From an optimization exercise on the open Yosys and OpenROAD flow, aimed at small area; shortcuts taken in it are not production practice.
Only simulation tests tie the RTL to the original design; equivalence was not proved.
Power figures rest on the tool's default switching activity, not on a simulated workload.

$ cat flow/config.mk
export PLATFORM = sky130hd
export DESIGN_NAME = BitEpicness
export DESIGN_NICKNAME = BitEpicness
export VERILOG_FILES = /design/flow/design.v
export SDC_FILE = /design/flow/constraint.sdc
export NUM_CORES = 4
export LEC_CHECK = 0
export CAP_MARGIN = 20
export CORE_MARGIN = 2
export CORE_UTILIZATION = 40
export SLEW_MARGIN = 20
$ cat flow/constraint.sdc
create_clock -name core_clock -period 9.0 [get_ports {clk}]
set_input_delay 1.8000 -clock core_clock [delete_from_list [all_inputs] [get_ports {clk}]]
set_output_delay 1.8000 -clock core_clock [all_outputs]
set_load 0.01 [all_outputs]
$ cat flow/run.sh
#!/bin/bash
# synth_recipe.tcl (not shown) runs the flow's synth.tcl, then flattens the netlist and writes it again
# the make line also repeats each setting of config.mk as NAME=value (left out here)
make -C /OpenROAD-flow-scripts/flow DESIGN_CONFIG=/design/flow/config.mk WORK_HOME=/design/flow/orfs CLKGATE_MAP_FILE= SYNTH_SCRIPT=/design/flow/synth_recipe.tcl finish
$ cat flow/design.v
module BitEpicness(input clk, input Reset, input [31:0] INPUT_interupt, input [31:0] INPUT_PortData, output [31:0] OUTPUT_PortData, output OUTPUT_WritePort,
		output OUTPUT_ReadPort, output [4:0] OUTPUT_PortAddress, output [31:0] iAddress, input [15:0] iDataOut,
		output [31:0] dAddress, output [31:0] dDataIn, output dWrite, output d32bit, input [31:0] dDataOut,
		output [31:0] baseAddress, input externalStall);
	integer i;
	reg [31:0] PC;
	reg        lastLDI;                       
	reg        prevStallable, prevStall, prevExtStall;
	reg [15:7] R_Ih;
	reg [6:3]  R_Im;                          
	reg [2:0]  R_Il;
	reg [31:0] R_PC;
	reg        R_v, R_w;
	reg [15:7] E_Ih;
	reg [6:3]  E_Im;
	reg [2:0]  E_Il;
	reg [31:0] E_PC;
	reg        E_v, E_w, E_W;
	reg [3:0]  E_T;
	reg [31:0] E_A, E_B, E_C;
	reg [4:0]  M_op;
	reg [6:3]  M_ca;
	reg [2:0]  M_cf;
	reg [31:0] M_PC, M_out, M_A, M_C;
	reg        M_v, M_w, M_W, M_lt;
	reg [3:0]  M_T;
	reg [31:0] W_D;
	reg        W_W;
	reg [3:0]  W_T;
	reg [32*16-1:32] rf;
	reg [15:1] rf_v;
	reg [31:0] epc, cause, osTemp, mode, baseReg, imask;
	reg        epc_v, cause_v, osTemp_v, mode_v;
	reg [31:0] ibuf;
	reg [4:0]  icnt;                          
	reg [3:0]  idelay;
	reg        ienabled;
	wire [15:0] R_I = {R_Ih, R_Im, R_Il};
	wire [15:0] E_I = {E_Ih, E_Im, E_Il};
	wire [15:0] I  = iDataOut;
	wire [4:0]  fo = I[15:11];
	wire [3:0]  fA = I[15] ? I[11:8] : I[10:7];
	wire [3:0]  fB = I[15] ? I[7:4]  : I[6:3];
	wire [3:0]  fC = I[3:0];
	wire [4:0] ro = R_I[15:11];
	wire [3:0] rA = R_I[15] ? R_I[11:8] : R_I[10:7];
	wire [3:0] rB = R_I[15] ? R_I[7:4]  : R_I[6:3];
	wire [3:0] rC = R_I[3:0];
	wire J = R_w & (ro[4:1] == 4'b0000);                     
	wire r_rw = (ro[4:2] == 3'b000 & ro[0])                  
	          | (ro[4:2] == 3'b001)                          
	          | (ro[4:1] == 4'b0100 & (ro[0] | R_I[0]))      
	          | (ro[4:2] == 3'b011)                          
	          | (ro[4:3] == 2'b11 & ~ro[1]);                 
	wire [3:0] r_T = (ro[4:2] == 3'b011) ? 4'd14
	               : (ro[4:2] == 3'b000 & ro[0]) ? 4'd15
	               : rA;
	wire [4:0] eo = E_I[15:11];
	wire [2:0] ef = E_I[2:0];
	wire e_mem  = eo[4:3] == 2'b11;
	wire e_br   = eo[4:3] == 2'b10;
	wire e_move = eo == 5'b00100;
	wire e_neg  = eo == 5'b00110;
	wire e_not  = eo == 5'b00111;
	wire e_addi = eo == 5'b01100;
	wire e_ori  = eo == 5'b01101;
	wire e_alu  = eo == 5'b01110;
	wire e_sll  = eo == 5'b01111;
	wire selAB = E_v & (e_mem | e_move | e_neg | e_not);     
	wire sbImm = E_v & (e_addi | e_ori | e_sll);             
	wire sbB   = E_v & (e_not | e_neg | e_alu | e_br);       
	wire sbZ   = E_v & e_move;                               
	wire [2:0] aop = ~E_v ? 3'b000
	               : e_alu ? ef
	               : (e_move | e_ori) ? 3'b010
	               : e_neg ? 3'b100
	               : e_not ? 3'b101
	               : e_sll ? 3'b011
	               : e_br ? 3'b111
	               : 3'b000;
	wire eJR = E_w & (eo[4:1] == 4'b0001);                   
	wire [31:0] opA = selAB ? E_B : E_A;
	wire [31:0] opB = sbImm ? {{25{E_I[6]}}, E_I[6:0]} : sbB ? E_B : sbZ ? 32'd0 : E_C;
	wire zA  = aop[2:1] == 2'b10;                            
	wire iB  = aop[2];                                       
	wire cin = aop[2] & (aop[1] | ~aop[0]);                  
	wire [31:0] X = zA ? 32'd0 : opA;
	wire [31:0] Y = iB ? ~opB : opB;
	wire [33:0] S = {1'b0, X, 1'b1} + {1'b0, Y, cin};
	wire [31:0] sum = S[32:1];
	wire eq = &(X ^ Y);                                      
	wire lt = (opA[31] ^ opB[31]) ? opA[31] : ~S[33];        
	wire [4:0]  k  = opB[4:0];
	wire [31:0] q0 = k[0] ? {opA[30:0], opA[31]}    : opA;
	wire [31:0] q1 = k[1] ? {q0[29:0], q0[31:30]}   : q0;
	wire [31:0] q2 = k[2] ? {q1[27:0], q1[31:28]}   : q1;
	wire [31:0] q3 = k[3] ? {q2[23:0], q2[31:24]}   : q2;
	wire [31:0] q4 = k[4] ? {q3[15:0], q3[31:16]}   : q3;
	wire [31:0] hm = 32'hFFFFFFFF << k;
	wire [31:0] shres = q4 & (hm ^ {32{opB[5]}});
	wire [31:0] aluout = (aop == 3'b001) ? (X & Y)
	                   : (aop == 3'b010) ? (X | Y)
	                   : (aop == 3'b011) ? shres
	                   : (aop == 3'b111) ? {31'd0, eq}
	                   : sum;
	wire m_sys  = M_op == 5'b01000;
	wire en     = M_v & m_sys;                               
	wire isBranch = M_v & (M_op[4:3] == 2'b10);
	wire [1:0] BT = {~M_op[2], M_op[1]};                     
	assign dWrite = M_w & (M_op[4:3] == 2'b11) & M_op[1];    
	assign d32bit = M_v & (M_op[4:2] == 3'b110);             
	assign dAddress = M_out;
	assign dDataIn = M_A;
	wire writeReg  = en & (M_cf == 3'b000);
	wire readPort  = en & (M_cf == 3'b011);
	wire writePort = en & (M_cf == 3'b010);
	wire intEnable = en & (M_cf == 3'b101);
	wire swi       = en & (M_cf == 3'b110);
	wire intDisable = (en & (M_cf == 3'b100)) | swi;
	wire hwint = ienabled & ibuf[icnt];
	wire interupt = hwint | swi;
	assign OUTPUT_PortAddress = {1'b0, M_ca};
	assign OUTPUT_ReadPort = readPort;
	assign OUTPUT_WritePort = writePort;
	assign OUTPUT_PortData = M_A;
	assign baseAddress = baseReg;
	wire [31:0] regOut = ((M_ca == 4'd0 & epc_v) ? epc : 32'd0)
	                   | ((M_ca == 4'd1 & cause_v) ? cause : 32'd0)
	                   | ((M_ca == 4'd2) ? baseReg : 32'd0)
	                   | ((M_ca == 4'd3) ? imask : 32'd0)
	                   | ((M_ca == 4'd4 & osTemp_v) ? osTemp : 32'd0)
	                   | ((M_ca == 4'd5 & mode_v) ? mode : 32'd0);
	wire [31:0] copData = M_cf[2] ? 32'd0 : M_cf[1] ? INPUT_PortData : regOut;
	wire [31:0] imm16 = {(M_op[2] & E_I[15]) ? 16'hFFFF : 16'h0000, E_I};
	wire m_imm = (M_op[3:2] == 2'b01 & M_op[1:0] == 2'b01) | (M_op[3:2] == 2'b10 & M_op[0]);
	wire [31:0] wbdata = M_op[4] ? dDataOut
	                   : (M_op[3:2] == 2'b00) ? M_PC + 32'd1
	                   : m_imm ? imm16
	                   : (M_op[3:2] == 2'b10) ? copData
	                   : M_out;
	wire E = M_out[0], L = M_lt;
	wire willBranch = isBranch & ((BT == 2'b00) ? E : (BT == 2'b01) ? ~E : (BT == 2'b10) ? ~(L | E) : L);
	wire stallIn  = prevStallable & ~prevStall & ((rA == fA) | (rA == fB) | (rA == fC));
	wire stallOut = externalStall & (~lastLDI | prevExtStall);
	wire stall = stallIn | stallOut;
	wire memmask = willBranch | interupt;
	wire exmask  = memmask | eJR;
	wire regmask = exmask | J | stall;
	wire [31:0] pcnext = interupt ? 32'd9
	                   : willBranch ? M_C
	                   : eJR ? E_A
	                   : J ? {21'd0, R_I[10:0]}
	                   : stall ? PC
	                   : PC + 32'd1;
	assign iAddress = PC;
	wire isStallable = ~regmask & (((fo[4:3] == 2'b11) & ~fo[1]) | (fo == 5'b01000));
	reg [31:0] rdA, rdB, rdC;
	always @* begin
		rdA = 32'd0; rdB = 32'd0; rdC = 32'd0;
		for (i = 1; i < 16; i = i + 1) begin
			rdA = rdA | ({32{rf_v[i] & (rA == i)}} & rf[32*i +: 32]);
			rdB = rdB | ({32{rf_v[i] & (rB == i)}} & rf[32*i +: 32]);
			rdC = rdC | ({32{rf_v[i] & (rC == i)}} & rf[32*i +: 32]);
		end
	end
	wire [31:0] fwdA = (E_W & (E_T == rA)) ? aluout : (M_W & (M_T == rA)) ? wbdata : (W_W & (W_T == rA)) ? W_D : rdA;
	wire [31:0] fwdB = (E_W & (E_T == rB)) ? aluout : (M_W & (M_T == rB)) ? wbdata : (W_W & (W_T == rB)) ? W_D : rdB;
	wire [31:0] fwdC = (E_W & (E_T == rC)) ? aluout : (M_W & (M_T == rC)) ? wbdata : (W_W & (W_T == rC)) ? W_D : rdC;
	always @(posedge clk or posedge Reset)
		if (Reset) begin
			PC <= 32'd0;
			lastLDI <= 1'b0;
			prevStallable <= 1'b0;
			prevStall <= 1'b0;
			prevExtStall <= 1'b0;
			R_Im <= 4'd0;
			R_v <= 1'b0;
			R_w <= 1'b0;
			E_Im <= 4'd0;
			E_v <= 1'b0;
			E_w <= 1'b0;
			E_W <= 1'b0;
			E_A <= 32'd0;
			E_C <= 32'd0;
			M_ca <= 4'd0;
			M_v <= 1'b0;
			M_w <= 1'b0;
			M_W <= 1'b0;
			M_out <= 32'd0;
			W_W <= 1'b0;
			rf_v <= 15'd0;
			epc_v <= 1'b0;
			cause_v <= 1'b0;
			osTemp_v <= 1'b0;
			mode_v <= 1'b0;
			baseReg <= 32'd0;
			imask <= 32'hFFFFFFFF;
			ibuf <= 32'd0;
			icnt <= 5'd0;
			idelay <= 4'd0;
			ienabled <= 1'b0;
		end else begin
			PC <= pcnext;
			lastLDI <= (fo == 5'b00101 | fo == 5'b01001) & ~lastLDI & ~regmask;
			prevStallable <= isStallable;
			prevStall <= stall;
			prevExtStall <= externalStall;
			R_Im <= I[6:3];
			R_v <= ~regmask;
			R_w <= ~regmask & ~lastLDI;
			E_Im <= R_Im;
			E_v <= R_v & ~exmask;
			E_w <= R_w & ~exmask;
			E_W <= R_w & r_rw & (r_T != 4'd0) & ~exmask;
			E_A <= fwdA;
			E_C <= fwdC;
			M_ca <= E_Im;
			M_v <= E_v & ~memmask;
			M_w <= E_w & ~memmask;
			M_W <= E_W & ~memmask;
			M_out <= aluout;
			W_W <= M_W & ~interupt;
			for (i = 1; i < 16; i = i + 1)
				if (W_W & (W_T == i)) rf_v[i] <= 1'b1;
			if (interupt) epc_v <= 1'b1;
			if (interupt) cause_v <= 1'b1;
			if (writeReg & (M_ca == 4'd4)) osTemp_v <= 1'b1;
			if (writeReg & (M_ca == 4'd5)) mode_v <= 1'b1;
			if (interupt) baseReg <= 32'd256;
			else if (writeReg & (M_ca == 4'd2)) baseReg <= M_A;
			if (writeReg & (M_ca == 4'd3)) imask <= M_A;
			ibuf <= (ibuf | (INPUT_interupt & imask)) & ~({31'd0, ienabled} << icnt);
			icnt <= icnt + 5'd1;
			idelay <= {intEnable, idelay[3:1]};
			if (intDisable | hwint) ienabled <= 1'b0;
			else if (idelay[0]) ienabled <= 1'b1;
		end
	always @(posedge clk) begin
		R_Ih <= I[15:7];
		R_Il <= I[2:0];
		if (~(lastLDI | regmask) | exmask)
			R_PC <= memmask ? M_PC : exmask ? E_PC : PC;
		E_Ih <= R_Ih;
		E_Il <= R_Il;
		if (~(exmask & ~memmask))
			E_PC <= memmask ? M_PC : R_PC;
		E_T <= r_T;
		E_B <= fwdB;
		M_op <= E_I[15:11];
		M_cf <= E_I[2:0];
		if (~memmask) M_PC <= E_PC;
		M_lt <= lt;
		M_A <= E_A;
		M_C <= E_C;
		M_T <= E_T;
		W_D <= wbdata;
		W_T <= M_T;
		for (i = 1; i < 16; i = i + 1)
			if (W_W & (W_T == i)) rf[32*i +: 32] <= W_D;
		if (interupt) epc <= M_PC;
		if (hwint) cause <= {27'd0, icnt};
		else if (swi) cause <= M_A;
		if (writeReg & (M_ca == 4'd4)) osTemp <= M_A;
		if (writeReg & (M_ca == 4'd5)) mode <= M_A;
	end
endmodule
==> impl_metrics.tcl <==
set metrics [dict create \
    status "timing/DRC/antenna clean" \
    ctsResizeCount 0 \
    setup_viol 0 \
    rsz0062_at_grt "no" \
    cp_common_cell "a21oi_1" \
    totalPowerFinal_w 0.0179 \
    cts_setup_buffers 0 \
    yosysWarnings 1 \
    place_ws_ns 2.33 \
    finalHoldViolations 0 \
    critical_path.max_stage_delay_ns 0.91 \
    timing.fmax_mhz 146 \
    nets 5827 \
    postRouteAntennaNets 0 \
    async_reset_ff_frac 0.240 \
    track_usage 0.364 \
    maxCapViolations 0 \
    arrival_ns 7.44 \
    drt-initial-drc-count 9542 \
    cp_max_fo 30 \
    fin_setup_tns_ns 0 \
    grt_max_degree 147 \
    io_buffers 282 \
    nFillCells 13386 \
    netlist_area_um2 58900 \
    grt_pass1_vias 50037 \
    area_growth_pct 15.4 \
    power_per_cell_area_nw_per_um2 263 \
    dr_total_vias 53029 \
    syn_nets 5772 \
    drive_above_1_share 0.105 \
    synth_cells 5589 \
    core_um2 146000 \
    cts_max_level 3 \
    drt-total-wl_mm 284 \
    synth_seq_cells 1154 \
    fin_crit_ns 6.86 \
    ys_seq_area_frac 0.531 \
    post_drt_wl_per_cell_um 36.9 \
    start_util 0.404 \
    dieArea_um2 150000 \
    setup_ws_ns 2.14 \
    cts_buffer_depth 3 \
    fin_crit_sh 0.763 \
    grt_pass1_wl_mm 392 \
    slew_violations 0 \
    avgSynthCellArea_um2 10.5 \
    synth-edff-count 677 \
    cp-start-kind "flip-flop" \
    overflow 0 \
    timing.critical_path.slowest_stage_cell "nor3_1" \
    hold_buffers 0 \
    via_per_inst 6.91 \
    relSlewSlack 0.165 \
    cts_tree "yes" \
    cts_sinks 1154 \
    crit_path_end_kind "flip-flop" \
    dieHeight_um 388 \
    p_leak_nw 25.3 \
    dr.pass1.iters 11 \
    path_buf_inv 1 \
    regMostFlops "rf" \
    hp-class "flip-flop to flip-flop" \
    tightest_slew_ns 1.24 \
    cts_made_buffers 121 \
    hold_ws_ns 0.340 \
    final_util 0.466 \
    criticalPathCategory "flip-flop to flip-flop" \
    cts_root_buf "clkbuf_16" \
    dp_hpwl_mm 186 \
    yosysUniqueCellTypes 89 \
    crit_chain "o21ai_2 -> and3_1 -> buf_4 -> nor3_1 -> a221oi_4 -> xnor2_1 -> ha_1 -> a211oi_1 -> o211ai_1 -> a221oi_1 -> a21boi_1 -> o221ai_1 -> a311oi_1 -> a21oi_1 -> a41o_1 -> a31oi_1 -> a21oi_1" \
    ir_drop_mv 0.256 \
    cp.required_ns 9.58 \
    antenna_found_initial 30 \
    cp_top_family "compound AO/OA/AOI/OAI gates" \
    largest_register_ffs 480 \
    finalClockSkew_ns 0.0593 \
    cts.clk_slew.worst_paths_ns 0.07 \
    fp.dieW_um 388 \
    drc_errors 0 \
    rows 140 \
    io-pin-count 284 \
    final_cell_mix "edfxtp_1 (677), nand2_1 (446), a22oi_1 (419)" \
    insertion_delay_ns 0.79 \
    final_common_cell "edfxtp_1" \
    synthFlopType "edfxtp_1" \
    place.gp.congestion 1.04 \
]
## report_power, final
group	leakage, nW	internal, W	switching, W
registers	11.5	0.00634	0.00121
clock network	2.19	0.00331	0.00228
logic	11.7	0.00173	0.00303
total	25.3	0.0114	0.00653
## path summary, 6_finish.rpt
kind,startpoint,to,slack (ns),cells after the start
setup / recovery,E_Ih[14],E_C[30],2.14,17
hold / removal,E_C[30],M_C[30],0.34,0
setup reg to reg,E_Ih[14],E_C[30],2.14,17
hold reg to reg,E_C[30],M_C[30],0.34,0
max in group asynchronous,Reset,M_out[2],5.96,4
min in group asynchronous,Reset,baseReg[0],1.52,3
## cells in the mapped netlist (16+ instances only)
cell type  instances  share of area
edfxtp_1         677           0.34
dfrtp_1          245           0.10
o211ai_1          42         0.0053
xnor2_1          133          0.020
o221ai_1          21         0.0031
nand2b_1          18         0.0019
a31oi_1           49         0.0052
dfxtp_1          200          0.068
or2_2             27         0.0029
a22o_1           101          0.015
a2111oi_0         16         0.0024
o21a_1            19         0.0024
clkbuf_1         394          0.025
nor2b_1           29         0.0031
o22ai_1           25         0.0027
buf_2             22         0.0019
dfstp_2           32          0.014
buf_1             39         0.0025
ha_1              67          0.014
a221oi_1         155          0.023
inv_1            140         0.0089
mux2_2            91          0.017
and2_1            29         0.0031
o21ai_0          237          0.020
a211oi_1         117          0.015
o41ai_1           25         0.0037
nand4_1           83         0.0088
nand2_1          448          0.029
a22oi_1          419          0.053
a21o_1            38         0.0048
a21oi_1          389          0.033
nor2_1           382          0.024
nor3_1            53         0.0045
a222oi_1         114          0.019
mux2i_1          118          0.020
nand3_1          189          0.016
buf_4             40         0.0051
xor2_1            59         0.0088
nor3b_1           17         0.0022
and3_1            99          0.011
## cells by family (layout without fill, tap and decap cells)
kind of cell | Yosys count | count (layout) | share of synthesized area
xor gates and xnor gates | 192 | 192 | 0.0285
muxes | 225 | 225 | 0.0434
and+or+nand+nor | 1434 | 1434 | 0.113
adders and majority gates | 69 | 69 | 0.0147
AOI/OAI and AO/OA | 1873 | 1873 | 0.224
buffers and inverters | 641 | 805 | 0.0446
other | 1 | 9 | 0.0000636
DFF | 1154 | 1154 | 0.531
## worst register-to-register path, stage by stage, from the launching register on
cell	delay, ns
dfxtp_1	0.68
o21ai_2	0.18
and3_1	0.30
buf_4	0.27
nor3_1	0.93
a221oi_4	0.14
xnor2_1	0.21
ha_1	0.40
a211oi_1	0.34
o211ai_1	0.16
a221oi_1	0.27
a21boi_1	0.42
o221ai_1	0.30
a311oi_1	0.66
a21oi_1	0.23
a41o_1	0.28
a31oi_1	0.72
a21oi_1	0.16
## metal layers
| layer | vias to the layer above | global-route usage | wire length [um] |
|---|---|---|---|
| met2 | 4516 | 0.542 | 120000 |
| met4 | 24 | 0.238 | 23000 |
| met3 | 1183 | 0.111 | 37000 |
| met1 | 25653 | 0.458 | 103000 |
| li1 | 21653 | - | - |
| met5 | - | 0 | 154 |
## metrics by stage
step           cell area (um2)  cells
3_5_place_dp             63500   7438
4_1_cts                  68000   7670
3_3_place_gp             63500   7438
6_report                 68000   7678
2_1_floorplan            58900   5589
5_1_grt                  68000   7672
## area by class of cell
cell class | count | area (um2) | area share
tap | 1917 | 2400 | 0.0353
clock buffer | 157 | 3480 | 0.0512
multi-input combinational | 3794 | 25300 | 0.372
antenna | 8 | 20.0 | 0.000294
sequential | 1154 | 31300 | 0.460
clock inverter | 75 | 998 | 0.0147
timing repair buffer | 433 | 3980 | 0.0586
inverter | 140 | 531 | 0.00780

-- separate check: timing with driven ports --
No port has a modelled driver above. Below, the same layout with a new extraction and two added sets of constraints.
Step 1 sets driving cells, clkbuf_16 on the clock port and buf_2 on the other inputs (assumed; they add their load-dependent delay and slew).
Step 2 moves the port delays by t, midway between the first and last clock arrival at a register: inputs arrive t later, outputs are due t later. That takes back most of the time a late clock gives input paths.
Slacks: ideal ports / drivers / drivers and shift; pairs: ideal ports / drivers.
shift t [ns]: 0.836
slack for setup (ns): 2.136 / 2.136 / 2.136
worst setup path after step 2: register to register
pins driven straight from the clock port: 1
After both steps setup and hold are still met in this run. The setup slack of this run moves by 0.000 ns with the drivers and by 0.000 ns with both steps.
